This is an optimization exercise on Yosys and OpenROAD, whose aim is small area and a short achievable clock period, not a production implementation. Where RTL was checked, it was by simulation tests only, not by an equivalence proof against the original. No functional check of the RTL was part of runs 1 to 4. Power figures rest on the tool's default switching activity, not on a simulated workload.

===== flow/flow/run.sh =====
#!/bin/bash
# Standard layout, with repair_timing aiming for 37 ns of setup slack at the design's period.
set -euo pipefail
bash standard.sh SETUP_SLACK_MARGIN=37 finish > layout.log 2>&1

===== flow/standard.sh =====
#!/bin/bash
# synth_recipe.tcl (not shown) runs the flow's synth.tcl, then flattens the netlist and writes it again
# the make line also repeats each setting of config.mk as NAME=value (left out here)
make -C /OpenROAD-flow-scripts/flow DESIGN_CONFIG=/design/flow/config.mk WORK_HOME=/design/flow/orfs CLKGATE_MAP_FILE= SYNTH_SCRIPT=/design/flow/synth_recipe.tcl "${@:-finish}"

===== flow/config.mk =====
export PLATFORM = sky130hd
export DESIGN_NAME = RegistroALU
export DESIGN_NICKNAME = RegistroALU
export VERILOG_FILES = /design/flow/design.v
export SDC_FILE = /design/flow/constraint.sdc
export NUM_CORES = 4
export LEC_CHECK = 0
export ABC_AREA = 1
export CAP_MARGIN = 20
export CORE_MARGIN = 2
export CORE_UTILIZATION = 40
export SLEW_MARGIN = 20

===== flow/constraint.sdc =====
create_clock -name core_clock -period 55.0 [get_ports {clk}]
set_input_delay 11.0000 -clock core_clock [delete_from_list [all_inputs] [get_ports {clk}]]
set_output_delay 11.0000 -clock core_clock [all_outputs]
set_load 0.01 [all_outputs]

===== flow/design.v =====
module RegistroCargaIn #(parameter KA = 6)
(
	input  logic          clk,
	input  logic          rst,
	input  logic [15:0]   R_d,
	input  logic [15:0]   Y_d,
	input  logic [KA-1:0] rem_d,
	input  logic [3:0]    op_d,
	input  logic          zz_d,
	input  logic          bb_d,
	output logic [15:0]   R_q,
	output logic [15:0]   Y_q,
	output logic [KA-1:0] rem_q,
	output logic [3:0]    op_q,
	output logic          zz_q,
	output logic          bb_q
);
	always @ (posedge clk or posedge rst)
		if (rst) begin
			R_q <= 0;
			Y_q <= 0;
			rem_q <= 0;
			op_q <= 0;
			zz_q <= 0;
			bb_q <= 0;
		end
		else begin
			R_q <= R_d;
			Y_q <= Y_d;
			rem_q <= rem_d;
			op_q <= op_d;
			zz_q <= zz_d;
			bb_q <= bb_d;
		end
endmodule
module RegistroCargaOut
(
	input  logic        clk,
	input  logic        rst,
	input  logic [15:0] res_d,
	input  logic [6:0]  segD_d,
	output logic [15:0] res_q,
	output logic [6:0]  segD_q
);
	always @ (posedge clk or posedge rst)
		if (rst) begin
			res_q <= 0;
			segD_q <= 0;
		end
		else begin
			res_q <= res_d;
			segD_q <= segD_d;
		end
endmodule
module bin2bcd
(
	input  logic [7:0] bin,
	input  logic       on,
	output logic [6:0] segA,
	output logic [6:0] segB
);
	function automatic logic [3:0] add3(input logic [3:0] d);
		add3[3] = d[3] | d[2] & (d[1] | d[0]);
		add3[2] = d[2] & ~d[1] & ~d[0] | d[3] & d[0];
		add3[1] = ~d[2] & d[1] | d[1] & d[0] | d[3] & ~d[0];
		add3[0] = ~d[3] & ~d[2] & d[0] | d[2] & d[1] & ~d[0] | d[3] & ~d[0];
	endfunction
	function automatic logic [6:0] seg7(input logic [3:0] d);
		seg7[6] = ~d[3] & ~d[2] & ~d[1] & d[0] | d[2] & ~d[1] & ~d[0];
		seg7[5] = d[2] & (d[1] ^ d[0]);
		seg7[4] = ~d[2] & d[1] & ~d[0];
		seg7[3] = ~d[3] & ~d[2] & ~d[1] & d[0] | d[2] & ~d[1] & ~d[0] | d[2] & d[1] & d[0];
		seg7[2] = d[0] | d[2] & ~d[1];
		seg7[1] = ~d[3] & ~d[2] & (d[1] | d[0]) | d[2] & d[1] & d[0];
		seg7[0] = ~d[3] & ~d[2] & ~d[1] | d[2] & d[1] & d[0];
	endfunction
	logic [3:0] u1, u2, u3, u4, u5, t6, t7;
	always_comb begin
		u1 = add3({1'b0, bin[7:5]});
		u2 = add3({u1[2:0], bin[4]});
		u3 = add3({u2[2:0], bin[3]});
		u4 = add3({u3[2:0], bin[2]});
		u5 = add3({u4[2:0], bin[1]});
		t6 = add3({1'b0, u1[3], u2[3], u3[3]});
		t7 = add3({t6[2:0], u4[3]});
		segA = on ? seg7({u5[2:0], bin[0]}) : 7'b0000000;
		segB = on ? seg7({t7[2:0], u5[3]}) : 7'b0000000;
	end
endmodule
module divRow #(parameter J = 1)
(
	input  logic [15:0] r,
	input  logic        b,
	input  logic [15:0] Y,
	output logic        q,
	output logic [15:0] ro
);
	logic [J-1:0] t, rn;
	logic [J:0]   d;
	logic         hz;
	generate
		if (J == 1) begin : g1
			assign t = b;
		end else begin : gn
			assign t = {r[J-2:0], b};
		end
		if (J == 16) begin : g16
			assign hz = 1'b1;
			assign ro = rn;
		end else begin : gl
			assign hz = ~|Y[15:J];
			assign ro = {{(16-J){1'b0}}, rn};
		end
		if (J <= 5) begin : rip
			logic [J:0] bw;
			assign bw[0] = 1'b0;
			for (genvar i = 0; i < J; i++) begin : bit_
				assign d[i]    = t[i] ^ Y[i] ^ bw[i];
				assign bw[i+1] = (~t[i] & Y[i]) | (~t[i] & bw[i]) | (Y[i] & bw[i]);
			end
			assign d[J] = bw[J];
		end else begin : cla
			assign d = {1'b0, t} - {1'b0, Y[J-1:0]};
		end
	endgenerate
	assign q  = hz & ~d[J];
	assign rn = q ? d[J-1:0] : t;
endmodule
module macRow #(parameter J = 9)
(
	input  logic [15:0] r,
	input  logic        b,
	input  logic [15:0] Y,
	input  logic        m,
	output logic        q,
	output logic [15:0] ro,
	output logic        ov
);
	logic [J-1:0] t, w, rn;
	logic [J:0]   s;
	logic [J+1:0] s1;
	logic         hz;
	assign t = {r[J-2:0], b & ~m};
	assign w = m ? (Y[J-1:0] & {J{b}}) : ~Y[J-1:0];
	assign s1 = {1'b0, t, 1'b1} + {1'b0, w, ~m};
	assign s  = s1[J+1:1];
	generate
		if (J == 16) begin : g16
			assign hz = 1'b1;
			assign ro = rn;
		end else begin : gl
			assign hz = ~|Y[15:J];
			assign ro = {{(16-J){1'b0}}, rn};
		end
	endgenerate
	assign q  = hz & s[J];
	assign rn = (m | q) ? s[J-1:0] : t;
	assign ov = m & (s[J] | b & ~hz);
endmodule
module aluFront #(parameter KA = 6)
(
	input  logic [15:0]   Z, Y,
	input  logic [3:0]    op,
	output logic [15:0]   R,
	output logic [15:0]   Yr,
	output logic [KA-1:0] rem,
	output logic          zz,
	output logic          bb
);
	logic [15:0]   rr [0:KA];
	logic [KA-1:0] qhi;
	logic          dm, mul, shl, shr, sw, big;
	logic [15:0]   zs, oh, msk, A;
	logic [7:0]    B;
	genvar g;
	assign rr[0] = 16'd0;
	generate
		for (g = 1; g <= KA; g++) begin : rows
			divRow #(.J(g)) row (.r(rr[g-1]), .b(Z[16-g]), .Y(Y), .q(qhi[KA-g]), .ro(rr[g]));
		end
	endgenerate
	always_comb begin
		dm  = (op == 4'b1111) | (op == 4'b1000);
		mul = (op == 4'b1110);
		shl = (op == 4'b0010);
		shr = (op == 4'b0001);
		rem = dm ? rr[KA][KA-1:0] : '0;
		for (int i = 0; i < 16; i++) zs[i] = shr ? Z[15-i] : Z[i];
		sw  = |Y[15:8];
		big = |Y[15:4];
		oh  = 16'd1 << Y[3:0];
		msk = 16'hFFFF >> Y[3:0];
		if (mul) begin
			A = sw ? Y : Z;
			B = sw ? Z[7:0] : Y[7:0];
		end else begin
			A = Y[3] ? oh : zs;
			B = big ? 8'd0 : (Y[3] ? zs[7:0] : oh[7:0]);
		end
		if (dm)                    R = {qhi, Z[15-KA:0]};
		else if (mul | shl | shr)  R = {8'd0, B};
		else                       R = Z;
		Yr = (mul | shl | shr) ? A : Y;
		if (shl | shr) zz = big | ((zs & msk) == 16'd0);
		else           zz = (Z == 16'd0) | (Y == 16'd0);
		bb = (|Z[15:8]) & sw;
	end
endmodule
module paramCalculator #(parameter KA = 6)
(
	input  logic [15:0]   R,
	input  logic [15:0]   Y,
	input  logic [KA-1:0] rem,
	input  logic [3:0]    op,
	input  logic          zz,
	input  logic          bb,
	output logic [15:0]   res,
	output logic [6:0]    segD
);
	logic [15:0]    rr [KA:16];
	logic [15-KA:0] qlo;
	logic [16:9]    ov;
	logic           mm;
	genvar g;
	assign mm = (op == 4'b1110) | (op == 4'b0010) | (op == 4'b0001);
	assign rr[KA] = {{(16-KA){1'b0}}, rem};
	generate
		for (g = KA + 1; g <= 8; g++) begin : rows
			divRow #(.J(g)) row (.r(rr[g-1]), .b(R[16-g]), .Y(Y), .q(qlo[16-g]), .ro(rr[g]));
		end
		for (g = 9; g <= 16; g++) begin : macs
			macRow #(.J(g)) row (.r(rr[g-1]), .b(R[16-g]), .Y(Y), .m(mm), .q(qlo[16-g]), .ro(rr[g]), .ov(ov[g]));
		end
	endgenerate
	function automatic logic [16:0] radd(input logic [15:0] a, input logic [15:0] b, input logic ci);
		logic c;
		c = ci;
		for (int i = 0; i < 16; i++) begin
			radd[i] = a[i] ^ b[i] ^ c;
			c = (a[i] & b[i]) | (a[i] & c) | (b[i] & c);
		end
		radd[16] = c;
	endfunction
	function automatic logic gtr(input logic [15:0] a, input logic [15:0] b);
		logic c;
		c = 1'b0;
		for (int i = 0; i < 16; i++) c = (a[i] & ~b[i]) | (a[i] & c) | (~b[i] & c);
		gtr = c;
	endfunction
	logic        sub, gt, yz, ovf, fN, fZ, fC, fV;
	logic [16:0] s;
	logic [15:0] lg, acc;
	always_comb begin
		sub = op[0];
		gt  = gtr(R, Y);
		s   = radd(R, sub ? ~Y : Y, sub & gt);
		yz  = (Y == 16'd0);
		acc = rr[16];
		ovf = bb | (|ov);
		res = 16'd0;
		fN = 1'b0; fZ = 1'b0; fC = 1'b0; fV = 1'b0;
		lg = 16'd0;
		case (op)
			4'b1100: begin  
				if (s[16]) fC = 1'b1;
				else begin
					res = s[15:0];
					fZ = (s[15:0] == 16'd0);
				end
			end
			4'b1101: begin  
				if (gt) res = s[15:0];
				else begin
					res = ~s[15:0];
					fZ = (s[15:0] == 16'hFFFF);
					fN = ~fZ;
				end
			end
			4'b1110: begin  
				if (ovf) fC = 1'b1;
				else begin
					res = acc;
					fZ = zz;
				end
			end
			4'b1111: begin  
				if (yz) fV = 1'b1;
				else begin
					res = {R[15:16-KA], qlo};
					fZ = zz;
				end
			end
			4'b1000: begin  
				if (yz) fV = 1'b1;
				else begin
					res = acc;
					fZ = zz;
				end
			end
			4'b0010: begin  
				res = acc;
				fZ = zz;
			end
			4'b0001: begin  
				for (int i = 0; i < 16; i++) res[i] = acc[15-i];
				fZ = zz;
			end
			4'b1001, 4'b1010, 4'b1011: begin
				case (op[1:0])
					2'b01:   lg = R & Y;
					2'b10:   lg = R | Y;
					default: lg = R ^ Y;
				endcase
				res = lg;
				fZ = (lg == 16'd0);
			end
			default: ;
		endcase
		case ({fN, fZ, fC, fV})
			4'b1000: segD = 7'b1111110;
			4'b0100: segD = 7'b0010010;
			4'b0010: segD = 7'b1010101;
			4'b0001: segD = 7'b1000001;
			default: segD = 7'b1111111;
		endcase
	end
endmodule
module RegistroALU #(parameter N=16)
(
	clk, rst, Z_in, Y_in, mode_in, btn_change_in,
	segA_out, segB_out, segD_out, aritm_out_out
);
	localparam KA = 7;                
	input  logic clk;
	input  logic rst;
	input  logic [N-1:0] Z_in;
	input  logic [N-1:0] Y_in;
	input  logic [1:0] mode_in;
	input  logic [1:0] btn_change_in;
	output logic [6:0] segA_out;
	output logic [6:0] segB_out;
	output logic [6:0] segD_out;
	output logic [N-1:0] aritm_out_out;
	logic [15:0]   R_a, R_m, Y_a, Y_m;
	logic [KA-1:0] rem_a, rem_m;
	logic          zz_a, zz_m, bb_a, bb_m;
	logic [3:0]    op_m;
	logic [15:0]   res_b;
	logic [6:0]    segD_b;
	aluFront #(.KA(KA)) front (
		.Z(Z_in), .Y(Y_in), .op({btn_change_in, mode_in}),
		.R(R_a), .Yr(Y_a), .rem(rem_a), .zz(zz_a), .bb(bb_a));
	RegistroCargaIn #(.KA(KA)) registroIn (
		.clk(clk), .rst(rst),
		.R_d(R_a), .Y_d(Y_a), .rem_d(rem_a), .op_d({btn_change_in, mode_in}), .zz_d(zz_a), .bb_d(bb_a),
		.R_q(R_m), .Y_q(Y_m), .rem_q(rem_m), .op_q(op_m), .zz_q(zz_m), .bb_q(bb_m));
	paramCalculator #(.KA(KA)) alu (
		.R(R_m), .Y(Y_m), .rem(rem_m), .op(op_m), .zz(zz_m), .bb(bb_m),
		.res(res_b), .segD(segD_b));
	RegistroCargaOut registroOut (
		.clk(clk), .rst(rst), .res_d(res_b), .segD_d(segD_b),
		.res_q(aritm_out_out), .segD_q(segD_out));
	bin2bcd display (
		.bin(aritm_out_out[7:0]), .on(segD_out[6] | segD_out[4]),
		.segA(segA_out), .segB(segB_out));
endmodule

==> results of run 1 <==
[worst max-delay path: cells and delay by family]
family	cells	cell delay, ns
adder cells (fa/ha/maj)	12	3.26
multiplexers	1	0.26
buffers and inverters	12	1.01
AO/OA/AOI/OAI	14	1.65
AND/OR/NAND/NOR	19	2.61
[logic make-up after synthesis]
family	after synthesis	share of synthesized area, %
simple gates	1143	33.1
buf+inv	564	14.2
compound gates	554	19.2
fa+ha+maj	206	17.7
xor+xnor	93	5.05
flops	67	10.4
mux	6	0.380
[report_power, final]
group	internal (mW)	switching, mW	total, mW	leakage, nW
Sequential	0.0568	0.00887	0.0657	0.802
Clock	0.0408	0.0212	0.0620	0.155
Combinational	0.300	0.430	0.729	9.53
[metrics by stage]
step	hold WS (ns)	power, mW	instance area, sq um	worst slack, ns	instances
floorplan	0.645	0.488	16200	35.48	2633
finish	0.832	0.857	20800	35.43	3372
CTS	0.834	0.760	18700	35.65	3247
detailed placement	0.820	0.663	17300	33.19	3168
global placement	0.808	0.660	17300	33.77	3168
global route	0.916	0.933	20800	34.98	3372
[area by class of cell]
class	instances	area share [%]
multi-input cells	2006	66.5
well taps	525	3.16
flip-flops and latches	67	8.11
repair buffers	263	11.1
clock inverters	6	0.427
repair inverters	4	0.156
inverters	491	9.43
clock buffers	10	1.15
[cell usage after synthesis (12+ instances only)]
library cell / instances / area [sq um]
ha_1: 169 / 2110
xor2_1: 66 / 578
fa_1: 37 / 741
buf_6: 12 / 135
dfrtp_1: 67 / 1680
nor3_1: 30 / 150
nand4_1: 37 / 231
nand2_1: 568 / 2130
nand3_2: 26 / 260
nor4_1: 17 / 106
a21oi_1: 138 / 691
o21bai_1: 13 / 97.6
nand2_4: 16 / 180
nand2_2: 59 / 369
o22ai_1: 18 / 113
inv_1: 463 / 1740
o31ai_1: 16 / 120
nor2_1: 164 / 616
clkinv_1: 15 / 56.3
o21ai_0: 295 / 1480
or2_2: 17 / 106
xnor2_1: 27 / 236
nand3_1: 179 / 896
clkbuf_1: 45 / 169
[state kept, by name (all words and copies together), names as in the netlist]
| name | flops |
|---|---|
| registroIn.R_q | 16 |
| registroIn.Y_q | 16 |
| registroOut.res_q | 16 |
| registroIn.rem_q | 7 |
| registroOut.segD_q | 6 |
| registroIn.op_q | 4 |
| registroIn.bb_q | 1 |
| registroIn.zz_q | 1 |
[routing by layer]
layer	wire (um)	share of wire [%]	vias up	GRT usage, %
li1	-	-	9024	-
met2	29200	47	744	46.8
met1	25300	41	8712	34.7
met3	4650	7.4	202	4.92
met4	3270	5.2	2	13.3
met5	12	0.019	-	0
[layout by cell type (no fill, tap or decap), drive strengths merged, types with 12 or more instances in the layout]
cell	n
o21ai	299
o21bai	13
a21oi	141
inv	470
dfrtp	67
clkinvlp	12
nand3	208
o31ai	16
nand2	649
nor2	169
fa	37
clkdlybuf4s50	62
clkinv	17
xor2	66
nand4	37
or2	18
o22ai	18
clkbuf	13
xnor2	27
buf	190
nor3	31
ha	169
nor4	18
[timing repair]
action	4_1_cts	5_1_grt
buffers inserted	58	119
pin swaps	65	156
gates resized for setup	196	268
endpoints found under the setup margin	31	31
cloned	5	6
endpoints found under the hold margin	0	0
[worst max-delay path by stage]
stage / from / cells after the start / to / slack (ns)
after global routing: Y_in[10] / 59 / registroIn.rem_q[5] / 34.98
after detailed placement: registroIn.op_q[0] / 129 / registroOut.res_q[1] / 33.19
after global placement: registroIn.op_q[0] / 131 / registroOut.res_q[1] / 33.77
final: Y_in[10] / 58 / registroIn.rem_q[6] / 35.43
after floorplan: Y_in[9] / 57 / registroIn.rem_q[0] / 35.48
after CTS: Y_in[10] / 57 / registroIn.rem_q[6] / 35.65
==> impl_metrics.py, run 1 <==
metrics = {
    "timing": {
        "clock.fmax_ghz": 0.0511,
        "tightest_slew_ns": 1.06,
        "slew-limit-headroom_pct": 29.1,
        "maxSlewViolCount": 0,
        "hold_viol_final": 0,
        "skew_ns": 0.00801,
        "tns_ns": 0,
        "fin_crit_sh_pct": 35.6,
        "setup_viol": 0,
        "rsz0062_at_grt": "yes",
        "min_period_ns": 19.57,
    },
    "placed_design": {
        "io_buffers": 74,
        "hpwl_um": 46000,
        "gp_congestion": 0.980,
    },
    "clock_tree": {
        "cts_buffers": 9,
        "cts_buffer_depth": 2,
        "ctsHoldBuffers": 0,
        "clk_pin_slew_ns": 0.06,
        "insertion_delay_ns": 0.35,
        "cts_tree": "yes",
        "ctsRootBufferMaster": "clkbuf_16",
        "clock-sinks": 67,
        "h-tree-depth": 3,
    },
    "drt": {
        "viasPerCell": 5.54,
        "drtIter0Drc": 1666,
        "dr.pass1.iters": 5,
        "routed-via-count": 18684,
        "wirelength_um": 62400,
        "wl_per_cell_um": 18.5,
        "drc": 0,
        "antenna_left": 0,
    },
    "synth": {
        "synth-seq-cells": 67,
        "yosysWarnings": 9,
        "ys_seq_area_share_pct": 10.4,
        "synth_fp_nets": 2877,
        "synth_edf_count": 0,
        "synthCells": 2633,
        "synthArstFlopShare_pct": 100,
        "ys.flop_type": "dfrtp_1",
        "synth_area_per_cell_sq_um": 6.13,
        "syn_area_sq_mm": 0.0161,
        "yosysUniqueCellTypes": 68,
    },
    "setup_path": {
        "cp_slowest_stage_delay_ns": 0.37,
        "critPathMaxFanout": 6,
        "start_kind": "input pin",
        "end_kind": "register",
        "rr_endpoint": "registroOut.segD_q[5]",
        "critPathMostFrequentCell": "fa_2",
        "slowest_stage": "fa_2",
        "criticalPathCategory": "input pin to register",
        "r2r-start": "registroIn.Y_q[8]",
        "required_ns": 55.26,
        "worstRegToRegCells": 128,
        "r2r_slack_ns": 37.82,
        "arrival_ns": 19.84,
    },
    "global_route": {
        "antenna_found_initial": 1,
        "grt-ovfl-total": 0,
        "grt_max_degree": 95,
        "grt_pass1_vias": 17184,
        "track_usage_pct": 27.9,
        "grt_pass1_wl_um": 92100,
    },
    "cells_and_area": {
        "nets": 3086,
        "num_antenna_cells": 0,
        "nFillCells": 3915,
        "multi_input_area_sq_mm": 0.0138,
        "drive_gt1_share_pct": 22.9,
        "ff_latch_area_sq_mm": 0.00169,
        "final_util_pct": 52.4,
        "area_delta_synth_final_pct": 28.9,
    },
    "min_path": {
        "worstHoldEndpoint": "registroOut.segD_q[0]",
        "hold_depth": 6,
        "hp-class": "register to register",
        "hold_path.startpoint": "registroIn.zz_q",
    },
    "pwr": {
        "ir_drop_mv": 0.0304,
        "p_per_area_mw_per_mm2": 41.2,
        "leakagePower_nw": 10.5,
    },
    "die": {
        "start_util_pct": 40.6,
        "boundaryPins": 75,
        "coreArea_sq_mm": 0.0397,
        "die_h_um": 205,
        "rows": 73,
        "die_w_um": 205,
        "die_area_sq_mm": 0.0420,
    },
    "run_status": {
        "status": "finished clean",
    },
    "run": {
        "max_cap_violations": 0,
    },
}
==> run 2: changes to the inputs <==
==> flow/flow/run.sh (replaced) <==
#!/bin/bash
# Standard layout, with repair_timing aiming for 40 ns of setup slack at the design's period.
set -euo pipefail
bash standard.sh SETUP_SLACK_MARGIN=40 finish > layout.log 2>&1
==> impl_metrics.py, run 2 <==
metrics = {
    "setup_path": {
        "cp_slowest_stage_delay_ns": 0.41,
        "crit_path_start": "Y_in[15]",
        "end_kind": "register",
        "critPathMostFrequentCell": "fa_2",
        "r2r-start": "registroIn.Y_q[15]",
        "r2r_slack_ns": 37.84,
        "arrival_ns": 20.10,
        "slowest_stage": "fa_2",
        "required_ns": 55.27,
        "start_kind": "input pin",
        "criticalPathCategory": "input pin to register",
        "critPathMaxFanout": 6,
    },
    "drt": {
        "wirelength_um": 66600,
        "routed-via-count": 19649,
        "drc": 0,
        "antenna_left": 0,
        "drtIter0Drc": 1555,
        "wl_per_cell_um": 19.0,
        "dr.pass1.iters": 10,
        "viasPerCell": 5.60,
    },
    "die": {
        "rows": 73,
        "die_h_um": 205,
        "start_util_pct": 40.6,
        "coreArea_sq_mm": 0.0397,
        "die_area_sq_mm": 0.0420,
        "die_w_um": 205,
        "boundaryPins": 75,
    },
    "placed_design": {
        "gp_congestion": 0.959,
        "hpwl_um": 45300,
        "io_buffers": 74,
    },
    "synth": {
        "synthCells": 2633,
        "yosysWarnings": 9,
        "synth_edf_count": 0,
        "synthArstFlopShare_pct": 100,
        "yosys-top-cells-area": "nand2_1, ha_1, inv_1",
        "ys_seq_area_share_pct": 10.4,
        "yosysUniqueCellTypes": 68,
        "synth-seq-cells": 67,
        "synth_area_per_cell_sq_um": 6.13,
        "synthTopCellsByCount": "nand2_1, inv_1, o21ai_0, nand3_1, ha_1",
        "synth_top_area_share_pct": 13.2,
        "syn_area_sq_mm": 0.0161,
        "synth_fp_nets": 2877,
        "yosysMostFrequentCell": "nand2_1",
        "ys.flop_type": "dfrtp_1",
        "yosys.area.top_type": "nand2_1",
    },
    "clock_tree": {
        "ctsRootBufferMaster": "clkbuf_16",
        "clock-sinks": 67,
        "h-tree-depth": 3,
        "cts_buffers": 9,
        "clk_pin_slew_ns": 0.06,
        "insertion_delay_ns": 0.35,
        "cts_tree": "yes",
        "cts_buffer_depth": 2,
    },
    "timing": {
        "tns_ns": 0,
        "rsz0062_at_grt": "yes",
        "setup_viol": 0,
        "tightest_slew_ns": 1.16,
        "holdWs_ns": 0.833,
        "fin_crit_sh_pct": 36.0,
        "skew_ns": 0.00963,
        "maxSlewViolCount": 0,
        "clock.fmax_ghz": 0.0504,
        "min_period_ns": 19.82,
        "hold_viol_final": 0,
        "slew-limit-headroom_pct": 22.8,
    },
    "global_route": {
        "grt_pass1_vias": 18782,
        "grt-ovfl-total": 0,
        "antenna_found_initial": 1,
        "grt_max_degree": 68,
        "track_usage_pct": 30.4,
        "grt_pass1_wl_um": 101000,
    },
    "cells_and_area": {
        "area_delta_synth_final_pct": 41.9,
        "final_common_cell": "nand2_1",
        "final_cell_mix": "nand2_1, inv_1, buf_4, o21ai_0, nor2_1",
        "nets": 3223,
        "drive_gt1_share_pct": 30.6,
        "nFillCells": 3671,
        "num_antenna_cells": 0,
        "top_regs": "registroIn.R_q x16, registroIn.Y_q x16, registroOut.res_q x16",
    },
    "pwr": {
        "p_per_area_mw_per_mm2": 42.0,
        "leakagePower_nw": 11.4,
        "ir_drop_mv": 0.0298,
    },
    "min_path": {
        "hp-class": "register to register",
        "hold_path.startpoint": "registroIn.bb_q",
    },
    "run": {
        "max_cap_violations": 0,
    },
    "run_status": {
        "status": "finished clean",
    },
}
run 2: cell counts after synthesis:
Identical to the previous run, type by type.
run 2: stage by stage:
step | utilization [%] | cells | power, mW | worst slack (ns) | instance area, sq um
after floorplan | - | 2633 | 0.513 | 35.48 | 16700
after global placement | 44.4 | 3167 | 0.681 | 33.37 | 17600
after detailed placement | 44.4 | 3167 | 0.687 | 33.16 | 17600
after CTS | 54.4 | 3439 | 0.883 | 35.71 | 21600
after global routing | 57.6 | 3508 | 1.04 | 34.88 | 22900
final | 57.6 | 3508 | 0.962 | 35.18 | 22900
run 2: power by group:
group | total (mW) | leakage (nW) | internal (mW) | switching, mW
clock network | 0.0581 | 0.144 | 0.0371 | 0.0210
logic | 0.838 | 10.5 | 0.360 | 0.478
registers | 0.0658 | 0.802 | 0.0568 | 0.00905
run 2: cell type report:
| type | instances | area, sq um | share of cell area, % |
|---|---|---|---|
| inverters | 491 | 2020 | 8.84 |
| repair buffers | 400 | 3490 | 15.2 |
| clock inverters | 4 | 50.0 | 0.219 |
| well taps | 525 | 657 | 2.87 |
| multi-input cells | 2007 | 14700 | 64.2 |
| clock buffers | 11 | 253 | 1.10 |
| repair inverters | 3 | 26.3 | 0.115 |
| flip-flops and latches | 67 | 1690 | 7.37 |
run 2: routing by layer:
layer,vias to the layer above,global-route usage (%),share of wire (%)
li1,9295,-,-
met1,9305,37.4,40
met2,806,52.3,48
met3,241,4.06,6.7
met4,2,14.5,5.2
met5,-,0,0.018
run 2: cells by family after synthesis:
| kind of cell | Yosys count | synth area share [%] |
|---|---|---|
| AND/OR/NAND/NOR | 1143 | 33.1 |
| multiplexers | 6 | 0.380 |
| buffers and inverters | 564 | 14.2 |
| XOR/XNOR | 93 | 5.05 |
| flip-flops | 67 | 10.4 |
| adder cells (fa/ha/maj) | 206 | 17.7 |
| AO/OA/AOI/OAI | 554 | 19.2 |
run 2: final timing paths:
path / endpoint / cells after the start
setup / recovery: registroIn.rem_q[1] / 59
hold / removal: registroOut.segD_q[6] / 6
setup reg to reg: registroOut.res_q[0] / 137
hold reg to reg: registroOut.segD_q[6] / 6
max in group asynchronous: registroIn.Y_q[6] / 3
min in group asynchronous: registroIn.Y_q[12] / 3
run 2: critical path, delay by kind of cell:
kind / cells / cell delay [ns]
adders and majority gates: 12 / 3.44
muxes: 1 / 0.27
buffers and inverters: 13 / 1.18
AOI/OAI and AO/OA: 13 / 1.57
and+or+nand+nor: 20 / 2.62
run 2: what timing repair did:
item                                    4_1_cts  5_1_grt
buffers inserted                            248       69
pin swaps                                   168      154
endpoints found under the setup margin       34       41
cloned                                        9        0
hold buffers                                  0        0
gates resized for setup                     428      171
==> run 3: changes to the inputs <==
--- a/flow/design.v
+++ b/flow/design.v
@@ -138,10 +138,8 @@
 );
-	logic [J-1:0] t, w, rn;
-	logic [J:0]   s;
-	logic [J+1:0] s1;
+	logic [J-1:0] t, x, rn;
+	logic [J:0]   d;
 	logic         hz;
-	assign t = {r[J-2:0], b & ~m};
-	assign w = m ? (Y[J-1:0] & {J{b}}) : ~Y[J-1:0];
-	assign s1 = {1'b0, t, 1'b1} + {1'b0, w, ~m};
-	assign s  = s1[J+1:1];
+	assign t = {r[J-2:0], b | m};
+	assign x = Y[J-1:0] & {J{b | ~m}};
+	assign d = {1'b0, t} - {1'b0, x};
 	generate
@@ -155,5 +153,5 @@
 	endgenerate
-	assign q  = hz & s[J];
-	assign rn = (m | q) ? s[J-1:0] : t;
-	assign ov = m & (s[J] | b & ~hz);
+	assign q  = hz & ~d[J];
+	assign rn = (m | q) ? d[J-1:0] : t;
+	assign ov = m & (d[J] | b & ~hz);
 endmodule
@@ -231,3 +229,4 @@
 		for (g = 9; g <= 16; g++) begin : macs
-			macRow #(.J(g)) row (.r(rr[g-1]), .b(R[16-g]), .Y(Y), .m(mm), .q(qlo[16-g]), .ro(rr[g]), .ov(ov[g]));
+			macRow #(.J(g)) row (.r(g == 9 ? rr[8] | {16{mm}} : rr[g-1]), .b(R[16-g]), .Y(Y), .m(mm),
+				.q(qlo[16-g]), .ro(rr[g]), .ov(ov[g]));
 		end
@@ -257,3 +256,3 @@
 		yz  = (Y == 16'd0);
-		acc = rr[16];
+		acc = ~rr[16];
 		ovf = bb | (|ov);
@@ -295,3 +294,3 @@
 				else begin
-					res = acc;
+					res = rr[16];
 					fZ = zz;
@@ -332,3 +331,3 @@
 );
-	localparam KA = 7;                
+	localparam KA = 6;                
 	input  logic clk;
==> flow/flow/run.sh (replaced) <==
#!/bin/bash
# Standard layout, with repair_timing asked for more setup slack than the period needs.
set -euo pipefail
bash standard.sh SETUP_SLACK_MARGIN=38 TNS_END_PERCENT=20 finish > layout.log 2>&1
==> impl_metrics.py, run 3 <==
metrics = {
    "setup_path": {
        "worstRegToRegCells": 130,
        "arrival_ns": 18.53,
        "cp_slowest_stage_delay_ns": 0.36,
        "r2r-start": "registroIn.Y_q[6]",
        "r2r_slack_ns": 37.70,
        "rr_endpoint": "registroOut.segD_q[5]",
        "slowest_stage": "fa_2",
        "critPathMostFrequentCell": "buf_4",
        "criticalPathCategory": "input pin to register",
        "end_kind": "register",
        "critPathMaxFanout": 5,
        "start_kind": "input pin",
        "required_ns": 55.24,
    },
    "global_route": {
        "use_met1_pct": 35.6,
        "grt-ovfl-total": 0,
        "track_usage_pct": 29.1,
        "grt.busiest_layer": "met2",
        "grt_max_degree": 67,
        "grt_pass1_vias": 17182,
        "use_met3_pct": 4.81,
        "grtUsageMet2_pct": 50.2,
        "grt_pass1_wl_um": 90900,
        "antenna_found_initial": 0,
    },
    "cells_and_area": {
        "drive_gt1_share_pct": 27.8,
        "area_delta_synth_final_pct": 36.0,
        "final_common_cell": "nand2_1",
        "top_regs": "registroIn.R_q x16, registroIn.Y_q x16, registroOut.res_q x16",
        "post-route-cell-area_sq_mm": 0.0207,
        "final_cell_mix": "nand2_1, inv_1, buf_4, nor2_1, nand3_1",
        "nets": 2947,
    },
    "die": {
        "die_area_sq_mm": 0.0397,
        "die_h_um": 199,
        "boundaryPins": 75,
        "start_util_pct": 40.6,
        "coreArea_sq_mm": 0.0376,
        "rows": 71,
        "die_w_um": 199,
    },
    "timing": {
        "clock.fmax_ghz": 0.0547,
        "fin_crit_sh_pct": 33.2,
        "slew-limit-headroom_pct": 23.4,
        "setup_ws_ns": 36.72,
        "holdWs_ns": 0.770,
        "rsz0062_at_grt": "yes",
        "tightest_slew_ns": 1.15,
        "hold_viol_final": 0,
        "tns_ns": 0,
        "min_period_ns": 18.28,
        "skew_ns": 0.00993,
        "setup_viol": 0,
        "maxSlewViolCount": 0,
    },
    "synth": {
        "synth_top_area_share_pct": 13.9,
        "yosysUniqueCellTypes": 64,
        "synth_fp_nets": 2691,
        "yosys.area.top_type": "ha_1",
        "synthCells": 2449,
        "synthTopCellsByCount": "nand2_1, inv_1, nor2_1, nand3_1, ha_1",
        "ys.flop_type": "dfrtp_1",
        "yosysWarnings": 9,
        "yosysMostFrequentCell": "nand2_1",
        "synthArstFlopShare_pct": 100,
        "synth_edf_count": 0,
        "syn_area_sq_mm": 0.0152,
        "synth-seq-cells": 66,
        "ys_seq_area_share_pct": 10.8,
        "yosys-top-cells-area": "ha_1, nand2_1, dfrtp_1",
        "synth_area_per_cell_sq_um": 6.22,
    },
    "clock_tree": {
        "cts_buffer_depth": 2,
        "clock-sinks": 66,
        "cts_tree": "yes",
        "h-tree-depth": 3,
        "ctsRootBufferMaster": "clkbuf_16",
        "clk_pin_slew_ns": 0.05,
        "cts_buffers": 9,
        "insertion_delay_ns": 0.35,
    },
    "drt": {
        "dr.pass1.iters": 8,
        "viasPerCell": 5.51,
        "wl_per_cell_um": 18.4,
        "wirelength_um": 59400,
        "drc": 0,
        "drtIter0Drc": 1510,
        "antenna_left": 0,
        "routed-via-count": 17761,
    },
    "pwr": {
        "leakagePower_nw": 10.0,
        "p_per_area_mw_per_mm2": 49.0,
        "total_power_mw": 1.02,
        "ir_drop_mv": 0.0360,
    },
    "placed_design": {
        "placed_cell_area_sq_mm": 0.0165,
        "pre_cts_ws_ns": 31.80,
        "gp_congestion": 0.979,
        "hpwl_um": 42600,
        "io_buffers": 74,
    },
    "min_path": {
        "hold_depth": 3,
        "worstHoldEndpoint": "registroOut.res_q[0]",
        "hp-class": "register to register",
        "hold_path.startpoint": "registroIn.bb_q",
    },
    "run": {
        "max_cap_violations": 0,
    },
    "run_status": {
        "status": "finished clean",
    },
}
## run 3: worst max-delay path by stage
stage                                  from                     to  slack (ns)  cells after the start
final                               Y_in[9]     registroIn.R_q[13]       36.72                     53
after global routing                Y_in[9]    registroIn.rem_q[1]       36.41                     44
after CTS                           Y_in[8]    registroIn.rem_q[1]       37.04                     44
after detailed placement  registroIn.Y_q[1]   registroOut.res_q[0]       31.80                    134
after global placement    registroIn.Y_q[1]  registroOut.res_q[15]       32.52                    134
after floorplan           registroIn.Y_q[1]  registroOut.res_q[15]       37.13                    140
## run 3: final cells by class
cell class / count / area [sq um]
sequential: 66 / 1660
tap: 511 / 639
timing repair buffer: 307 / 2650
clock inverter: 6 / 67.6
timing repair inverter: 2 / 23.8
fill: 3569 / 16900
antenna: 1 / 2.50
clock buffer: 10 / 229
multi-input combinational: 1915 / 13800
inverter: 404 / 1610
## run 3: per-stage QoR
| stage | util, % | cells |
|---|---|---|
| 2_1_floorplan | - | 2449 |
| 3_3_place_gp | 43.8 | 2983 |
| 3_5_place_dp | 43.8 | 2983 |
| 4_1_cts | 51.0 | 3149 |
| 5_1_grt | 55.1 | 3221 |
| 6_report | 55.1 | 3222 |
## run 3: cell families (layout without fill, tap and decap cells)
family	Yosys count	count (layout)	synth area share (%)
buf+inv	475	729	12.7
mux	8	8	0.550
fa+ha+maj	204	204	18.5
xor+xnor	92	92	5.29
compound gates	440	440	16.7
simple gates	1164	1171	35.5
flops	66	66	10.8
other cells	0	1	0
## run 3: repair_timing
action / 4_1_cts / 5_1_grt
cloned: 10 / 0
setup buffers: 140 / 72
endpoints found under the hold margin: 0 / 0
endpoints found under the setup margin: 30 / 31
resized for setup: 318 / 215
pin swaps: 86 / 176
hold buffers: 0 / 0
## run 3: metal layers
metal	up-vias	part of all wire, %
met1	8304	40
met5	-	0
met2	713	48
li1	8555	-
met4	0	4.8
met3	189	7.3
## run 3: worst max-delay path, delay by kind of cell
| family | cells | cell delay, ns |
|---|---|---|
| buffers and inverters | 41 | 5.16 |
| and+or+nand+nor | 8 | 1.19 |
| AOI/OAI and AO/OA | 2 | 0.51 |
| adders and majority gates | 2 | 0.64 |
## run 3: power by group
group / switching [mW] / leakage [nW] / internal, mW
clock: 0.0221 / 0.139 / 0.0351
combinational: 0.511 / 9.09 / 0.382
sequential: 0.00875 / 0.788 / 0.0565
==> run 4: changes to the inputs <==
==> flow/flow/run.sh (replaced) <==
#!/bin/bash
# Standard layout, with repair_timing asked for more setup slack than the period needs.
set -euo pipefail
bash standard.sh SETUP_SLACK_MARGIN=37 finish > layout.log 2>&1
==> impl_metrics.py, run 4 <==
metrics = {
    "run_status": {
        "status": "finished clean",
    },
    "global_route": {
        "grtUsageMet2_pct": 48.4,
        "grt_max_degree": 67,
        "grt.busiest_layer": "met2",
        "track_usage_pct": 28.0,
        "use_met1_pct": 35.5,
        "grt_pass1_wl_um": 87700,
        "grt-ovfl-total": 0,
        "antenna_found_initial": 0,
        "use_met3_pct": 3.41,
        "grt_pass1_vias": 16516,
    },
    "synth": {
        "yosys.area.top_type": "ha_1",
        "synth_edf_count": 0,
        "yosysWarnings": 9,
        "synth-seq-cells": 66,
        "yosysUniqueCellTypes": 64,
        "synthArstFlopShare_pct": 100,
        "synth_top_area_share_pct": 13.9,
        "synthCells": 2449,
        "yosys-top-cells-area": "ha_1, nand2_1, dfrtp_1",
        "synthTopCellsByCount": "nand2_1, inv_1, nor2_1, nand3_1, ha_1",
        "ys.flop_type": "dfrtp_1",
        "ys_seq_area_share_pct": 10.8,
        "yosysMostFrequentCell": "nand2_1",
        "synth_area_per_cell_sq_um": 6.22,
        "synth_fp_nets": 2691,
        "syn_area_sq_mm": 0.0152,
    },
    "clock_tree": {
        "cts_buffer_depth": 2,
        "ctsRootBufferMaster": "clkbuf_16",
        "cts_buffers": 9,
        "ctsHoldBuffers": 0,
        "insertion_delay_ns": 0.35,
        "clock-sinks": 66,
        "cts_tree": "yes",
        "h-tree-depth": 3,
        "clk_pin_slew_ns": 0.05,
    },
    "setup_path": {
        "r2r_slack_ns": 37.58,
        "criticalPathCategory": "input pin to register",
        "arrival_ns": 18.34,
        "start_kind": "input pin",
        "cp_slowest_stage_delay_ns": 0.38,
        "crit_family": "adder cells",
        "required_ns": 55.26,
        "critPathMostFrequentCell": "fa_2",
        "critPathMaxFanout": 5,
        "slowest_stage": "fa_2",
        "cp.buffers_inverters": 11,
        "end_kind": "register",
    },
    "cells_and_area": {
        "ff_latch_area_sq_mm": 0.00166,
        "nets": 2925,
        "area_delta_synth_final_pct": 33.4,
        "final_common_cell": "nand2_1",
        "final_cell_mix": "nand2_1, inv_1, nor2_1, buf_4, nand3_1",
        "num_antenna_cells": 0,
        "multi_input_area_sq_mm": 0.0136,
        "nFillCells": 3597,
        "drive_gt1_share_pct": 26.3,
        "top_regs": "registroIn.R_q x16, registroIn.Y_q x16, registroOut.res_q x16",
        "post-route-cell-area_sq_mm": 0.0203,
    },
    "die": {
        "start_util_pct": 40.6,
        "coreArea_sq_mm": 0.0376,
        "rows": 71,
        "die_w_um": 199,
        "boundaryPins": 75,
        "die_area_sq_mm": 0.0397,
        "die_h_um": 199,
    },
    "timing": {
        "slew-limit-headroom_pct": 24.6,
        "tightest_slew_ns": 1.12,
        "hold_viol_final": 0,
        "maxSlewViolCount": 0,
        "skew_ns": 0.00901,
        "rsz0062_at_grt": "yes",
        "setup_viol": 0,
        "tns_ns": 0,
        "fin_crit_sh_pct": 32.9,
        "min_period_ns": 18.08,
        "clock.fmax_ghz": 0.0553,
    },
    "drt": {
        "wl_per_cell_um": 18.3,
        "drc": 0,
        "dr.pass1.iters": 6,
        "wirelength_um": 58500,
        "viasPerCell": 5.56,
        "routed-via-count": 17782,
        "antenna_left": 0,
        "drtIter0Drc": 1534,
    },
    "min_path": {
        "hp-class": "register to register",
    },
    "pwr": {
        "ir_drop_mv": 0.0346,
        "leakagePower_nw": 9.96,
        "p_per_area_mw_per_mm2": 48.0,
    },
    "placed_design": {
        "placed_cell_area_sq_mm": 0.0164,
        "hpwl_um": 41900,
        "io_buffers": 74,
        "gp_congestion": 0.999,
    },
    "run": {
        "max_cap_violations": 0,
    },
}
[run 4: final timing paths]
kind | from | to | depth (start not counted)
max | Y_in[12] | registroIn.rem_q[1] | 44
min | registroIn.bb_q | registroOut.res_q[0] | 3
max reg2reg | registroIn.Y_q[3] | registroOut.res_q[1] | 127
min reg2reg | registroIn.bb_q | registroOut.res_q[0] | 3
max in group asynchronous | rst | registroIn.Y_q[1] | 3
min in group asynchronous | rst | registroOut.segD_q[4] | 3
[run 4: final cells by class]
cell class                 instances  area share (%)
multi-input combinational       1914            66.7
clock buffer                      11            1.14
sequential                        66            8.17
timing repair buffer             287            12.5
clock inverter                     5           0.388
tap                              511            3.14
inverter                         404            7.90
timing repair inverter             1          0.0369
[run 4: logic make-up (layout without fill, tap and decap cells)]
family / Yosys count / in the layout / share of synthesized area [%]
AO/OA/AOI/OAI: 440 / 440 / 16.7
XOR/XNOR: 92 / 92 / 5.29
adder cells (fa/ha/maj): 204 / 204 / 18.5
buffers and inverters: 475 / 708 / 12.7
flip-flops: 66 / 66 / 10.8
multiplexers: 8 / 8 / 0.550
AND/OR/NAND/NOR: 1164 / 1170 / 35.5
[run 4: metal layers]
metal	vias up	wire, um
met5	-	0
met4	0	2560
met3	188	3770
met2	717	28300
met1	8358	23800
li1	8519	-
[run 4: power by group]
group          switching, mW  total (mW)  leakage (nW)  internal [mW]
combinational          0.494       0.848          9.02          0.354
sequential           0.00910      0.0656         0.788         0.0565
clock                 0.0218      0.0614         0.153         0.0396
[run 4: worst min-delay path: cells and delay by family (launching register included)]
family        cells  cell delay, ns
buf+inv           1            0.15
simple gates      2            0.21
flops             1            0.36
[run 4: what timing repair did]
action | in CTS | in global routing
gates resized for setup | 206 | 356
cloned | 8 | 0
endpoints found under the setup margin | 29 | 30
endpoints found under the hold margin | 0 | 0
pin swaps | 55 | 174
setup buffers | 108 | 86
[run 4: through the flow]
| stage | setup slack [ns] | cells | utilization (%) | hold slack, ns | total power [mW] |
|---|---|---|---|---|---|
| after floorplan | 37.00 | 2449 | - | 0.549 | 0.553 |
| after global placement | 32.42 | 2981 | 43.7 | 0.672 | 0.738 |
| after detailed placement | 31.86 | 2981 | 43.7 | 0.669 | 0.743 |
| after CTS | 36.64 | 3113 | 48.8 | 0.720 | 0.878 |
| after global routing | 36.45 | 3199 | 54.1 | 0.853 | 1.06 |
| final | 36.92 | 3199 | 54.1 | 0.784 | 0.975 |
==> run 5: changes to the inputs <==
--- a/flow/design.v
+++ b/flow/design.v
@@ -113,3 +113,3 @@
 		end
-		if (J <= 5) begin : rip
+		if (J <= 1) begin : rip
 			logic [J:0] bw;
==> flow/flow/run.sh (replaced) <==
#!/bin/bash
# Standard layout, with repair_timing asked for more setup slack than the period needs.
set -euo pipefail
bash standard.sh SETUP_SLACK_MARGIN=33 finish > layout.log 2>&1
==> impl_metrics.py, run 5 <==
metrics = {
    "run_status": {
        "status": "finished clean",
    },
    "pwr": {
        "p_per_area_mw_per_mm2": 49.2,
        "switching_share_pct": 56.1,
        "power_frac_comb_pct": 85.3,
        "cell_internal_pwr_uw": 364,
        "ir_drop_mv": 0.0308,
        "leakagePower_nw": 8.66,
        "clkPwrFrac_pct": 6.7,
        "p_switching_uw": 466,
        "p_seq_share_pct": 7.9,
    },
    "timing": {
        "hold_viol_final": 0,
        "fin_crit_sh_pct": 36.6,
        "tns_ns": 0,
        "slew-limit-headroom_pct": 37.4,
        "rsz0062_at_grt": "no",
        "min_period_ns": 20.13,
        "skew_ns": 0.00809,
        "setup_viol": 0,
        "tightest_slew_ns": 0.936,
        "clock.fmax_ghz": 0.0497,
        "maxSlewViolCount": 0,
    },
    "global_route": {
        "grt_pass1_wl_um": 82500,
        "track_usage_pct": 26.6,
        "grt_max_degree": 67,
        "grt_pass1_vias": 15695,
        "antenna_found_initial": 0,
        "grt-ovfl-total": 0,
    },
    "clock_tree": {
        "cts_buffer_depth": 2,
        "clk_pin_slew_ns": 0.05,
        "cts_buffers": 9,
        "insertion_delay_ns": 0.35,
        "clock-sinks": 66,
        "ctsRootBufferMaster": "clkbuf_16",
        "ctsHoldBuffers": 0,
        "cts_tree": "yes",
        "h-tree-depth": 3,
    },
    "run": {
        "max_cap_violations": 0,
    },
    "die": {
        "die_w_um": 198,
        "rows": 71,
        "die_area_sq_mm": 0.0394,
        "coreArea_sq_mm": 0.0375,
        "start_util_pct": 40.4,
        "boundaryPins": 75,
        "die_h_um": 198,
    },
    "setup_path": {
        "arrival_ns": 20.38,
        "required_ns": 55.25,
        "r2r-start": "registroIn.Y_q[6]",
        "crit_family": "compound AO/OA/AOI/OAI gates",
        "crit_path_start": "Y_in[8]",
        "cp_slowest_stage_delay_ns": 0.61,
        "critPathMostFrequentCell": "nand2_1",
        "slowest_stage": "o21ai_1",
        "end_kind": "register",
        "start_kind": "input pin",
        "criticalPathCategory": "input pin to register",
        "critPathMaxFanout": 10,
        "cp.buffers_inverters": 8,
    },
    "synth": {
        "synth_top_area_share_pct": 14.7,
        "yosysUniqueCellTypes": 61,
        "ys.flop_type": "dfrtp_1",
        "synth_area_per_cell_sq_um": 6.12,
        "synth_edf_count": 0,
        "yosys-top-cells-area": "ha_1, nand2_1, dfrtp_1",
        "synth-seq-cells": 66,
        "yosys.area.top_type": "ha_1",
        "synth_fp_nets": 2718,
        "ys_seq_area_share_pct": 10.9,
        "synthCells": 2473,
        "yosysMostFrequentCell": "nand2_1",
        "yosysWarnings": 9,
        "synthArstFlopShare_pct": 100,
        "syn_area_sq_mm": 0.0151,
        "synthTopCellsByCount": "nand2_1, inv_1, nor2_1, o21ai_0, ha_1",
    },
    "cells_and_area": {
        "drive_gt1_share_pct": 8.04,
        "nets": 2766,
        "final_cell_mix": "nand2_1, inv_1, nor2_1, o21ai_0, ha_1",
        "num_antenna_cells": 0,
        "top_regs": "registroIn.R_q x16, registroIn.Y_q x16, registroOut.res_q x16",
        "final_util_pct": 45.0,
        "final_common_cell": "nand2_1",
        "area_delta_synth_final_pct": 11.5,
    },
    "drt": {
        "viasPerCell": 5.40,
        "dr.pass1.iters": 5,
        "wirelength_um": 52000,
        "routed-via-count": 16411,
        "wl_per_cell_um": 17.1,
        "drc": 0,
        "drtIter0Drc": 1292,
        "antenna_left": 0,
    },
    "min_path": {
        "hold_path.startpoint": "registroIn.op_q[2]",
        "hp-class": "register to register",
    },
    "placed_design": {
        "hpwl_um": 42100,
        "io_buffers": 74,
        "gp_congestion": 0.981,
    },
}
[run 5: cell types whose count changed in the layout (fill, tap and decap cells not counted), sizes merged, moves of 9 or more]
| cell | before | now |
|---|---|---|
| buf | 216 | 29 |
| nand2 | 611 | 646 |
| o21ai | 174 | 196 |
| clkdlybuf4s50 | 59 | 74 |
| nor3 | 34 | 23 |
| ha | 169 | 178 |
[run 5: per-stage QoR]
step                instances  setup slack, ns  total power, mW  area, sq um  hold slack [ns]
floorplan                2473            36.99            0.562        15100            0.592
global placement         3009            33.27            0.751        16300            0.649
detailed placement       3009            32.66            0.756        16300            0.661
CTS                      3026            33.15            0.819        16600            0.670
global route             3037            33.10            0.924        16900            0.697
finish                   3037            34.87            0.830        16900            0.664
[run 5: worst reg2reg max path, delay by kind of cell, from the launching register on]
| family | cells | cell delay (ns) |
|---|---|---|
| and+or+nand+nor | 84 | 9.64 |
| DFF | 1 | 0.59 |
| muxes | 1 | 0.38 |
| buffers and inverters | 15 | 1.70 |
| adders and majority gates | 10 | 3.36 |
| AOI/OAI and AO/OA | 29 | 4.12 |
| xor gates and xnor gates | 1 | 0.15 |
[run 5: cells by family (layout without fill, tap and decap cells)]
family | Yosys count | after routing | share of synthesized area [%]
simple gates | 1176 | 1176 | 35.3
mux | 6 | 6 | 0.430
buf+inv | 467 | 520 | 12.0
xor+xnor | 95 | 95 | 5.50
fa+ha+maj | 207 | 207 | 18.6
compound gates | 456 | 456 | 17.3
flops | 66 | 66 | 10.9
[run 5: per-layer routing]
layer	wire length, um	vias up	GRT usage, %
li1	-	8195	-
met1	22600	7586	33.4
met2	24100	505	45.1
met3	2980	125	4.22
met4	2290	0	11.3
met5	0	-	0
[run 5: cell type report]
cell class / count / area [sq um]
fillers: 4008 / 20600
multi-input cells: 1940 / 11800
flip-flops and latches: 66 / 1660
inverters: 400 / 1520
repair buffers: 103 / 983
well taps: 511 / 639
clock buffers: 11 / 253
clock inverters: 5 / 37.5
repair inverters: 1 / 7.51
[run 5: final timing paths]
check / to / slack, ns / depth (start not counted)
worst max register to register: registroOut.res_q[7] / 34.98 / 140
worst min-delay path: registroOut.res_q[0] / 0.66 / 3
worst max-delay path: registroIn.rem_q[2] / 34.87 / 45
max in group asynchronous: registroIn.Y_q[6] / 43.14 / 3
worst min register to register: registroOut.res_q[0] / 0.66 / 3
min in group asynchronous: registroOut.segD_q[1] / 11.23 / 3
[run 5: repair_timing]
| action | 4_1_cts | 5_1_grt |
|---|---|---|
| buffers inserted | 0 | 11 |
| gates resized for setup | 5 | 40 |
| pin swaps | 0 | 2 |
| endpoints found under the setup margin | 16 | 22 |
| cloned | 1 | 0 |
| endpoints found under the hold margin | 0 | 0 |
[run 5: power groups by stage]
stage / Clock (mW) / Combinational, mW / Sequential (mW)
after floorplan: 0 / 0.496 / 0.0666
after global placement: 0 / 0.684 / 0.0665
after detailed placement: 0 / 0.689 / 0.0668
after CTS: 0.0568 / 0.696 / 0.0659
after global routing: 0.0594 / 0.797 / 0.0671
final: 0.0557 / 0.708 / 0.0659
==> run 6: changes to the inputs <==
==> flow/flow/run.sh (replaced) <==
#!/bin/bash
# Standard layout, with repair_timing asked for more setup slack than the period needs.
set -euo pipefail
bash standard.sh SETUP_SLACK_MARGIN=36 finish > layout.log 2>&1
==> impl_metrics.py, run 6 <==
metrics = {
    "run_status": {
        "status": "finished clean",
    },
    "synth": {
        "yosysMostFrequentCell": "nand2_1",
        "yosys-top-cells-area": "ha_1, nand2_1, dfrtp_1",
        "yosysUniqueCellTypes": 61,
        "ys.flop_type": "dfrtp_1",
        "synth_edf_count": 0,
        "yosysWarnings": 9,
        "synthCells": 2473,
        "synth_fp_nets": 2718,
        "yosys.area.top_type": "ha_1",
        "synth_area_per_cell_sq_um": 6.12,
        "synthTopCellsByCount": "nand2_1, inv_1, nor2_1, o21ai_0, ha_1",
        "synth-seq-cells": 66,
        "synth_top_area_share_pct": 14.7,
        "synthArstFlopShare_pct": 100,
        "syn_area_sq_mm": 0.0151,
        "ys_seq_area_share_pct": 10.9,
    },
    "min_path": {
        "hp-class": "register to register",
        "hold_depth": 3,
    },
    "run": {
        "max_cap_violations": 0,
    },
    "global_route": {
        "grt.busiest_layer": "met2",
        "grt_pass1_wl_um": 83200,
        "grt_pass1_vias": 15883,
        "antenna_found_initial": 0,
        "grtUsageMet2_pct": 45.5,
        "use_met1_pct": 33.6,
        "use_met3_pct": 4.26,
        "grt_max_degree": 67,
        "track_usage_pct": 26.8,
        "grt-ovfl-total": 0,
    },
    "timing": {
        "setup_ws_ns": 36.57,
        "min_period_ns": 18.43,
        "skew_ns": 0.00764,
        "clock.fmax_ghz": 0.0543,
        "fin_crit_sh_pct": 33.5,
        "tightest_slew_ns": 0.945,
        "setup_viol": 0,
        "rsz0062_at_grt": "no",
        "slew-limit-headroom_pct": 36.8,
        "maxSlewViolCount": 0,
        "hold_viol_final": 0,
        "tns_ns": 0,
    },
    "cells_and_area": {
        "area_delta_synth_final_pct": 19.6,
        "final_common_cell": "nand2_1",
        "drive_gt1_share_pct": 14.5,
        "num_antenna_cells": 0,
        "final_util_pct": 48.3,
        "nets": 2841,
        "final_cell_mix": "nand2_1, inv_1, nor2_1, nand3_1, ha_1",
        "top_regs": "registroIn.R_q x16, registroIn.Y_q x16, registroOut.res_q x16",
        "stdcell_count": 3112,
    },
    "drt": {
        "wirelength_um": 54300,
        "dr.pass1.iters": 6,
        "drtIter0Drc": 1278,
        "wl_per_cell_um": 17.4,
        "antenna_left": 0,
        "viasPerCell": 5.42,
        "drc": 0,
        "routed-via-count": 16867,
    },
    "setup_path": {
        "required_ns": 55.27,
        "criticalPathCategory": "input pin to register",
        "arrival_ns": 18.69,
        "worstRegToRegCells": 132,
        "slowest_stage": "clkdlybuf4s50_1",
        "critPathMaxFanout": 6,
        "end_kind": "register",
        "cp_slowest_stage_delay_ns": 0.47,
        "r2r_slack_ns": 37.04,
        "start_kind": "input pin",
    },
    "clock_tree": {
        "clk_pin_slew_ns": 0.06,
        "insertion_delay_ns": 0.35,
        "clock-sinks": 66,
        "h-tree-depth": 3,
        "cts_buffer_depth": 2,
        "ctsHoldBuffers": 0,
        "cts_tree": "yes",
        "cts_buffers": 9,
        "ctsRootBufferMaster": "clkbuf_16",
    },
    "die": {
        "rows": 71,
        "die_area_sq_mm": 0.0394,
        "die_h_um": 198,
        "boundaryPins": 75,
        "die_w_um": 198,
        "start_util_pct": 40.4,
        "coreArea_sq_mm": 0.0375,
    },
    "placed_design": {
        "io_buffers": 74,
        "pre_cts_ws_ns": 32.66,
        "gp_congestion": 0.981,
        "hpwl_um": 42100,
        "dp_cells": 3009,
    },
    "pwr": {
        "total_power_uw": 895,
        "p_per_area_mw_per_mm2": 49.5,
        "leakagePower_nw": 9.12,
        "ir_drop_mv": 0.0308,
    },
}
run 6: cell counts after synthesis:
No cell type changed its count.
run 6: critical path, delay by kind of cell:
kind            cells  cell delay [ns]
compound gates     13             1.80
fa+ha+maj           5             1.85
buf+inv             9             1.28
simple gates       22             2.73
run 6: layout make-up:
| type | count | area [sq um] |
|---|---|---|
| fill | 3926 | 19400 |
| tap | 511 | 639 |
| inverter | 400 | 1560 |
| timing repair inverter | 3 | 22.5 |
| timing repair buffer | 168 | 1460 |
| clock buffer | 11 | 253 |
| clock inverter | 5 | 37.5 |
| multi-input combinational | 1948 | 12500 |
| sequential | 66 | 1660 |
run 6: repair_timing:
item | 4_1_cts | 5_1_grt
resized for setup | 87 | 135
buffers inserted | 22 | 54
pin swaps | 6 | 52
endpoints found under the setup margin | 29 | 29
cloned | 3 | 8
run 6: metal layers:
layer  part of all wire [%]  routed length, um  up-vias
met5                      0                  0        -
met4                    4.5               2430        0
met3                    6.3               3440      141
met2                     47              25400      555
met1                     42              23000     7803
li1                       -                  -     8368
run 6: cell families (layout without fill, tap and decap cells):
family | Yosys count | in the layout | share of synthesized area [%]
compound gates | 456 | 456 | 17.3
xor+xnor | 95 | 95 | 5.50
fa+ha+maj | 207 | 207 | 18.6
buf+inv | 467 | 587 | 12.0
flops | 66 | 66 | 10.9
mux | 6 | 6 | 0.430
simple gates | 1176 | 1184 | 35.3
run 6: metrics by stage:
| step | instance area [sq um] | hold WS [ns] |
|---|---|---|
| after CTS | 17100 | 0.670 |
| final | 18100 | 0.661 |
| after floorplan | 15100 | 0.592 |
| after global routing | 18100 | 0.697 |
| after global placement | 16300 | 0.649 |
| after detailed placement | 16300 | 0.661 |
run 6: power by group:
group	total (mW)	switching (mW)	internal, mW	leakage, nW
clock network	0.0557	0.0227	0.0331	0.138
logic	0.774	0.464	0.310	8.19
registers	0.0652	0.00840	0.0568	0.792
run 6: worst paths after layout:
| kind | startpoint | endpoint |
|---|---|---|
| max reg2reg | registroIn.R_q[9] | registroOut.res_q[0] |
| max in group asynchronous | rst | registroIn.Y_q[6] |
| min in group asynchronous | rst | registroOut.segD_q[1] |
| min reg2reg | registroIn.op_q[2] | registroOut.res_q[0] |
| max | Y_in[8] | registroIn.rem_q[0] |
| min | registroIn.op_q[2] | registroOut.res_q[0] |
==> run 7: changes to the inputs <==
==> flow/flow/run.sh (replaced) <==
#!/bin/bash
# Standard layout, with repair_timing asked for more setup slack than the period needs.
set -euo pipefail
bash standard.sh SETUP_SLACK_MARGIN=35 finish > layout.log 2>&1
==> impl_metrics.py, run 7 <==
metrics = {
    "clock_tree": {
        "clk_pin_slew_ns": 0.06,
        "h-tree-depth": 3,
        "insertion_delay_ns": 0.35,
        "cts_buffer_depth": 2,
        "cts_tree": "yes",
        "ctsRootBufferMaster": "clkbuf_16",
        "ctsHoldBuffers": 0,
        "clock-sinks": 66,
        "cts_buffers": 9,
    },
    "cells_and_area": {
        "nets": 2799,
        "final_util_pct": 46.5,
        "drive_gt1_share_pct": 10.9,
        "top_regs": "registroIn.R_q x16, registroIn.Y_q x16, registroOut.res_q x16",
        "num_antenna_cells": 0,
        "area_delta_synth_final_pct": 15.2,
        "post-route-cell-area_sq_mm": 0.0174,
        "final_cell_mix": "nand2_1, inv_1, nor2_1, nand3_1, ha_1",
        "final_common_cell": "nand2_1",
    },
    "drt": {
        "drc": 0,
        "viasPerCell": 5.41,
        "wirelength_um": 53100,
        "drtIter0Drc": 1391,
        "antenna_left": 0,
        "dr.pass1.iters": 6,
        "routed-via-count": 16621,
        "wl_per_cell_um": 17.3,
    },
    "setup_path": {
        "required_ns": 55.25,
        "critPathMaxFanout": 10,
        "critPathMostFrequentCell": "nand2_1",
        "crit_path_start": "Y_in[8]",
        "crit_family": "simple AND/OR/NAND/NOR gates",
        "slowest_stage": "clkdlybuf4s50_1",
        "cp.buffers_inverters": 8,
        "rr_endpoint": "registroOut.res_q[0]",
        "r2r-start": "registroIn.R_q[9]",
        "start_kind": "input pin",
        "criticalPathCategory": "input pin to register",
        "cp_num_cells": 47,
        "crit_end": "registroIn.rem_q[2]",
        "arrival_ns": 19.41,
        "r2r_slack_ns": 36.22,
        "worstRegToRegCells": 132,
        "cp_slowest_stage_delay_ns": 0.46,
        "end_kind": "register",
    },
    "global_route": {
        "grt_pass1_vias": 15734,
        "grt-ovfl-total": 0,
        "grt_max_degree": 67,
        "antenna_found_initial": 0,
        "grt_pass1_wl_um": 82700,
        "track_usage_pct": 26.7,
    },
    "synth": {
        "synthTopCellsByCount": "nand2_1, inv_1, nor2_1, o21ai_0, ha_1",
        "synth_fp_nets": 2718,
        "ys.flop_type": "dfrtp_1",
        "yosys.area.top_type": "ha_1",
        "synth_top_area_share_pct": 14.7,
        "synthArstFlopShare_pct": 100,
        "ys_seq_area_share_pct": 10.9,
        "synth-seq-cells": 66,
        "yosysWarnings": 9,
        "syn_area_sq_mm": 0.0151,
        "synthCells": 2473,
        "synth_area_per_cell_sq_um": 6.12,
        "yosysUniqueCellTypes": 61,
        "yosysMostFrequentCell": "nand2_1",
        "yosys-top-cells-area": "ha_1, nand2_1, dfrtp_1",
        "synth_edf_count": 0,
    },
    "die": {
        "die_h_um": 198,
        "die_area_sq_mm": 0.0394,
        "start_util_pct": 40.4,
        "die_w_um": 198,
        "rows": 71,
        "boundaryPins": 75,
        "coreArea_sq_mm": 0.0375,
    },
    "run": {
        "max_cap_violations": 0,
    },
    "pwr": {
        "p_seq_share_pct": 7.6,
        "switching_share_pct": 55.8,
        "p_per_area_mw_per_mm2": 49.5,
        "clkPwrFrac_pct": 6.5,
        "p_switching_uw": 481,
        "ir_drop_mv": 0.0315,
        "total_power_uw": 862,
        "power_frac_comb_pct": 86.0,
        "cell_internal_pwr_uw": 381,
        "leakagePower_nw": 8.88,
    },
    "timing": {
        "setup_viol": 0,
        "setup_ws_ns": 35.85,
        "skew_ns": 0.00775,
        "fin_crit_sh_pct": 34.8,
        "clock.fmax_ghz": 0.0522,
        "maxSlewViolCount": 0,
        "slew-limit-headroom_pct": 38.3,
        "rsz0062_at_grt": "no",
        "hold_viol_final": 0,
        "tns_ns": 0,
        "tightest_slew_ns": 0.924,
        "min_period_ns": 19.15,
    },
    "run_status": {
        "status": "finished clean",
    },
    "placed_design": {
        "gp_congestion": 0.981,
        "placed_cell_area_sq_mm": 0.0163,
        "pre_cts_ws_ns": 32.66,
        "io_buffers": 74,
        "hpwl_um": 42100,
    },
    "min_path": {
        "hold_path.startpoint": "registroIn.op_q[2]",
        "hp-class": "register to register",
    },
}
## run 7: metal layers
| metal | vias up | global-route usage, % | part of all wire (%) |
|---|---|---|---|
| met2 | 534 | 45.0 | 47 |
| li1 | 8288 | - | - |
| met5 | - | 0 | 0 |
| met3 | 117 | 4.54 | 6.1 |
| met4 | 0 | 11.7 | 4.3 |
| met1 | 7682 | 33.4 | 43 |
## run 7: how the worst min path moves through the flow
stage / depth (start not counted) / slack (ns) / endpoint
after floorplan: 3 / 0.59 / registroOut.res_q[0]
after global placement: 3 / 0.65 / registroOut.res_q[0]
after detailed placement: 3 / 0.66 / registroOut.res_q[0]
after CTS: 3 / 0.67 / registroOut.res_q[0]
after global routing: 3 / 0.70 / registroOut.res_q[0]
final: 3 / 0.66 / registroOut.res_q[0]
## run 7: area by class of cell
class                      count  area (sq um)
fill                        3972         20100
multi-input combinational   1943         12100
sequential                    66          1660
inverter                     400          1550
timing repair buffer         132          1210
tap                          511           639
clock buffer                  11           253
clock inverter                 5          37.5
timing repair inverter         2          15.0
## run 7: power groups by stage
| stage | clock network [mW] | registers, mW | logic [mW] |
|---|---|---|---|
| after CTS | 0.0568 | 0.0654 | 0.703 |
| after detailed placement | 0 | 0.0668 | 0.689 |
| after global placement | 0 | 0.0665 | 0.684 |
| final | 0.0557 | 0.0652 | 0.741 |
| after global routing | 0.0594 | 0.0665 | 0.829 |
| after floorplan | 0 | 0.0666 | 0.496 |
## run 7: cells by family (layout without fill, tap and decap cells)
family          after synthesis  in the layout  synth area share [%]
compound gates              456            456                  17.3
xor+xnor                     95             95                  5.50
mux                           6              6                 0.430
fa+ha+maj                   207            207                  18.6
buf+inv                     467            550                  12.0
flops                        66             66                  10.9
simple gates               1176           1179                  35.3
## run 7: what timing repair did
item / 4_1_cts / 5_1_grt
setup buffers: 4 / 36
resized for setup: 40 / 85
endpoints found under the setup margin: 28 / 29
gates cloned: 2 / 3
pin swaps: 2 / 13
hold endpoints to repair: 0 / 0
## run 7: worst register-to-register path, delay by kind of cell, from the launching register on
family,cells,cell delay (ns)
AND/OR/NAND/NOR,69,7.73
AO/OA/AOI/OAI,37,5.22
adder cells (fa/ha/maj),11,3.50
buffers and inverters,13,1.48
flip-flops,1,0.40
XOR/XNOR,2,0.35
## run 7: stage by stage
stage,std cells,hold WS (ns)
2_1_floorplan,2473,0.592
3_3_place_gp,3009,0.649
3_5_place_dp,3009,0.661
4_1_cts,3031,0.670
5_1_grt,3070,0.697
6_report,3070,0.660

==> what the ideal ports hide <==
In the flow no input, the clock included, has a driving cell. The finished layouts below were timed again as built, in two steps.
Step 1 sets driving cells, clkbuf_16 on the clock port and buf_2 on the other inputs (assumed; they add their load-dependent delay and slew).
Step 2 adds t to the input delays and takes it off the output delays; t is the mean of the earliest and latest rising clock arrival at the registers after step 1. Input paths then give back, and output paths get back, about the clock's delay inside the block.
Three values: no drivers, after step 1, after step 2; two values: the first two.
| run | t (ns) | setup slack, ns | clock arrival spread, ns |
|---|---|---|---|
| run 1 | 0.388 | 35.426 / 35.432 / 35.044 | 0.008 / 0.008 |
| run 2 | 0.394 | 35.177 / 35.193 / 34.799 | 0.010 / 0.009 |
| run 3 | 0.393 | 36.718 / 36.735 / 36.342 | 0.010 / 0.010 |
| run 4 | 0.389 | 36.922 / 36.940 / 36.551 | 0.011 / 0.011 |
| run 5 | 0.395 | 34.874 / 34.895 / 34.500 | 0.009 / 0.008 |
| run 6 | 0.397 | 36.575 / 36.597 / 36.200 | 0.009 / 0.009 |
| run 7 | 0.394 | 35.846 / 35.868 / 35.474 | 0.008 / 0.008 |
After both steps setup and hold are still met in every run listed. The setup slack of run 1, which loses most, moves by +0.006 ns with the drivers and by -0.382 ns with both steps.
